This design comes from an exercise in tuning for small area, a short achievable clock period and few clock cycles on the open sky130 flow, not from production work.
At most, simulation tests tie the RTL to the original design; equivalence was not proved.
The clock port is modelled as an ideal driver, which makes a skipped or thinned clock tree look cheaper than it is; a real chip needs a root buffer or a tree.
Power figures rest on the tool's default switching activity, not on a simulated workload.

Design wr_interconnect, start of the top module:
module wr_interconnect #
(
    parameter DATA_WIDTH = 8,
    parameter ADDR_WIDTH = 16
)
(
	input         			clk,
	input         			rst_n,
	input  [ADDR_WIDTH-1:0] m0_awaddr,
	input         			m0_awvalid,
	output        			m0_awready,
	input  [DATA_WIDTH-1:0] m0_wdata,
	input         			m0_wvalid,
	output        			m0_wready,
	input  [ADDR_WIDTH-1:0] m1_awaddr,
	input         			m1_awvalid,
	output        			m1_awready,
	input  [DATA_WIDTH-1:0] m1_wdata,
	input         			m1_wvalid,
	output        			m1_wready,
	output [ADDR_WIDTH-1:0] mem_awaddr,
	output        			mem_awvalid,
	input         			mem_awready,
	output [DATA_WIDTH-1:0] mem_wdata,
	output        			mem_wvalid,
	input         			mem_wready
);
Size in the first run: about 220 flip-flops, roughly 86 I/O pins.
clock: 5.0 ns
lec_check: 0
cap_margin: 20
core_margin: 2
core_utilization: 40
cts_buf_list: sky130_fd_sc_hd__clkbuf_4 sky130_fd_sc_hd__clkbuf_8 sky130_fd_sc_hd__clkbuf_16
cts_cluster_diameter: 100
cts_cluster_size: 30
setup_slack_margin: 3.0
slew_margin: 20
standard.sh (not shown) runs the stock make flow with config.mk's settings and CLKGATE_MAP_FILE= SYNTH_SCRIPT=/design/flow/synth_recipe.tcl, a recipe that flattens the netlist after the stock synthesis.
==> flow/flow/run.sh <==
#!/bin/bash
set -euo pipefail
bash standard.sh MATCH_CELL_FOOTPRINT=0 "BUFFER_PORTS_ARGS=-buffer_cell sky130_fd_sc_hd__buf_2" "CTS_ARGS=-sink_clustering_enable -repair_clock_nets -dont_use_dummy_load -sink_clustering_size 30 -sink_clustering_max_diameter 100 -buf_list sky130_fd_sc_hd__clkbuf_16" finish > flow_standard.log 2>&1
The starting point completed without violations.
Then changed:
- ABC_CLOCK_PERIOD_IN_PS: not set -> 1000
Result: Clock-buffer cell count does not change; design area does not change; synthesized cell count stays the same; register-to-register slack is about the same.
Then changed:
==> flow/flow/run.sh (replaced) <==
#!/bin/bash
# The standard ORFS layout (the standard.sh) with a few knobs the flow
# settings do not reach:
#  - port buffers are plain buffers instead of the delay cell buffer_ports picks;
#  - repair may swap a cell for one of another footprint;
#  - CTS uses larger sink clusters and no dummy loads.
set -euo pipefail
bash standard.sh \
  MATCH_CELL_FOOTPRINT=0 \
  "BUFFER_PORTS_ARGS=-buffer_cell sky130_fd_sc_hd__buf_2" \
  finish > flow_standard.log 2>&1
- ABC_CLOCK_PERIOD_IN_PS: 1000 -> not set
The changed run completed with no timing, DRC or antenna violations.
Global-route usage hardly moves.
Die area is unchanged.
Cell area came out higher by 0.74%.
Utilization came out higher by 0.34 points.
Worst setup slack got worse by 0.0031 ns.
No run of this note included a check of the RTL's function; only the layout flow was run.


wr_interconnect, a different RTL version from the one above (not shown whole).
Size: roughly 410 cells after synthesis, about 86 I/O pins.
Settings: LEC_CHECK=0, CAP_MARGIN=20, CORE_MARGIN=2, CORE_UTILIZATION=60, CTS_BUF_LIST=sky130_fd_sc_hd__clkbuf_4 sky130_fd_sc_hd__clkbuf_8 sky130_fd_sc_hd__clkbuf_16, CTS_CLUSTER_DIAMETER=100, CTS_CLUSTER_SIZE=30, PLACE_DENSITY=0.7, SETUP_SLACK_MARGIN=3.0, SLEW_MARGIN=20; clock period 5.0 ns.
==> flow/flow/run.sh <==
#!/bin/bash
set -euo pipefail
here=$(pwd)
bash standard.sh MATCH_CELL_FOOTPRINT=0 "BUFFER_PORTS_ARGS=-buffer_cell sky130_fd_sc_hd__buf_1" "CTS_ARGS=-sink_clustering_enable -repair_clock_nets -dont_use_dummy_load -sink_clustering_size 30 -sink_clustering_max_diameter 100 -buf_list sky130_fd_sc_hd__clkbuf_16" "POST_CTS_TCL=$here/flow/post_cts.tcl" finish > flow_standard.log 2>&1
==> flow/flow/post_cts.tcl <==
# Drop the H-tree's middle level: the root buffer then drives the leaf
# buffers directly, two buffers from the clock port to every register.
set mid {}
foreach inst [[ord::get_db_block] getInsts] {
  if {[regexp {^clkbuf_[1-9][0-9]*_[0-9]+__f_} [$inst getName]]} { lappend mid [$inst getName] }
}
puts "post_cts: removing [llength $mid] middle clock buffers: $mid"
if {[llength $mid]} {
  remove_buffers {*}$mid
  detailed_placement
  estimate_parasitics -placement
  report_clock_latency
}
Testbench counts at the start, summed over its fixed seeds: cycles 1,032.
Next try:
CORE_UTILIZATION = 40   (was 60)
PLACE_DENSITY = not set   (was 0.7)
After rerunning:
- maximum frequency went down slightly
- area after synthesis does not change
- total power barely changes
- clock skew falls by 4.0 ps
- global-route usage went down by 5.2 points
- sequential power stays flat
- sequential cell count is unchanged
- core utilization shrinks by 24 points
Next try:
ABC_AREA = 1   (was not set)
Wire length rose by 12%.
Global-route usage rises by 0.78 points.
Fmax is about the same.
Cell area goes up by 2.9%.
Hold slack gets worse by 13 ps.
Synthesized cell count is higher by 18%.
Total power grows by 5.1%.
Final cell count increases by 14%.
Next try:
ABC_AREA = not set   (was 1)
CORE_UTILIZATION = 25   (was 40)
After rerunning: Setup slack degrades by 3.0 ps. Non-clock buffer count goes up by 2. Worst hold slack gets better by 11 ps. Routed wire length came out lower by a little under a tenth. Global-route usage decreases by 4.7 points. Synthesized cell count fell by about a fifth. Count of clock-buffer cells in the layout is unchanged.

separate check: timing with driven ports:
The results above use ideal ports. As a check the final layouts listed here were re-extracted and re-timed, cells and wires unchanged.
Step 1, drivers: a clkbuf_16 drives clk and a buf_2 each remaining input, both assumed.
Step 2 also shifts input and output timing later by t, the mid clock arrival at the registers, as if the neighbouring blocks saw the same clock.
Slacks: ideal ports / drivers / drivers and shift; pairs: ideal ports / drivers.
run	t, ns	setup WS [ns]	worst setup path at the end
the first run of note 1	0.479	2.934 / 2.896 / 2.712	input to register
the second run of note 1	0.479	2.934 / 2.896 / 2.712	input to register
the third run of note 1	0.492	2.931 / 2.892 / 2.711	input to register
the first run of note 2	0.402	3.052 / 3.022 / 2.665	input to register
the second run of note 2	0.410	3.042 / 3.005 / 2.659	input to register
the third run of note 2	0.410	3.036 / 2.997 / 2.753	input to register
the fourth run of note 2	0.416	3.033 / 3.023 / 2.630	input to register
After both steps setup and hold are still met in every run listed. For the fourth run of note 2, which loses most, drivers alone change the setup slack by -0.010 ns; drivers and shift together by -0.403 ns.
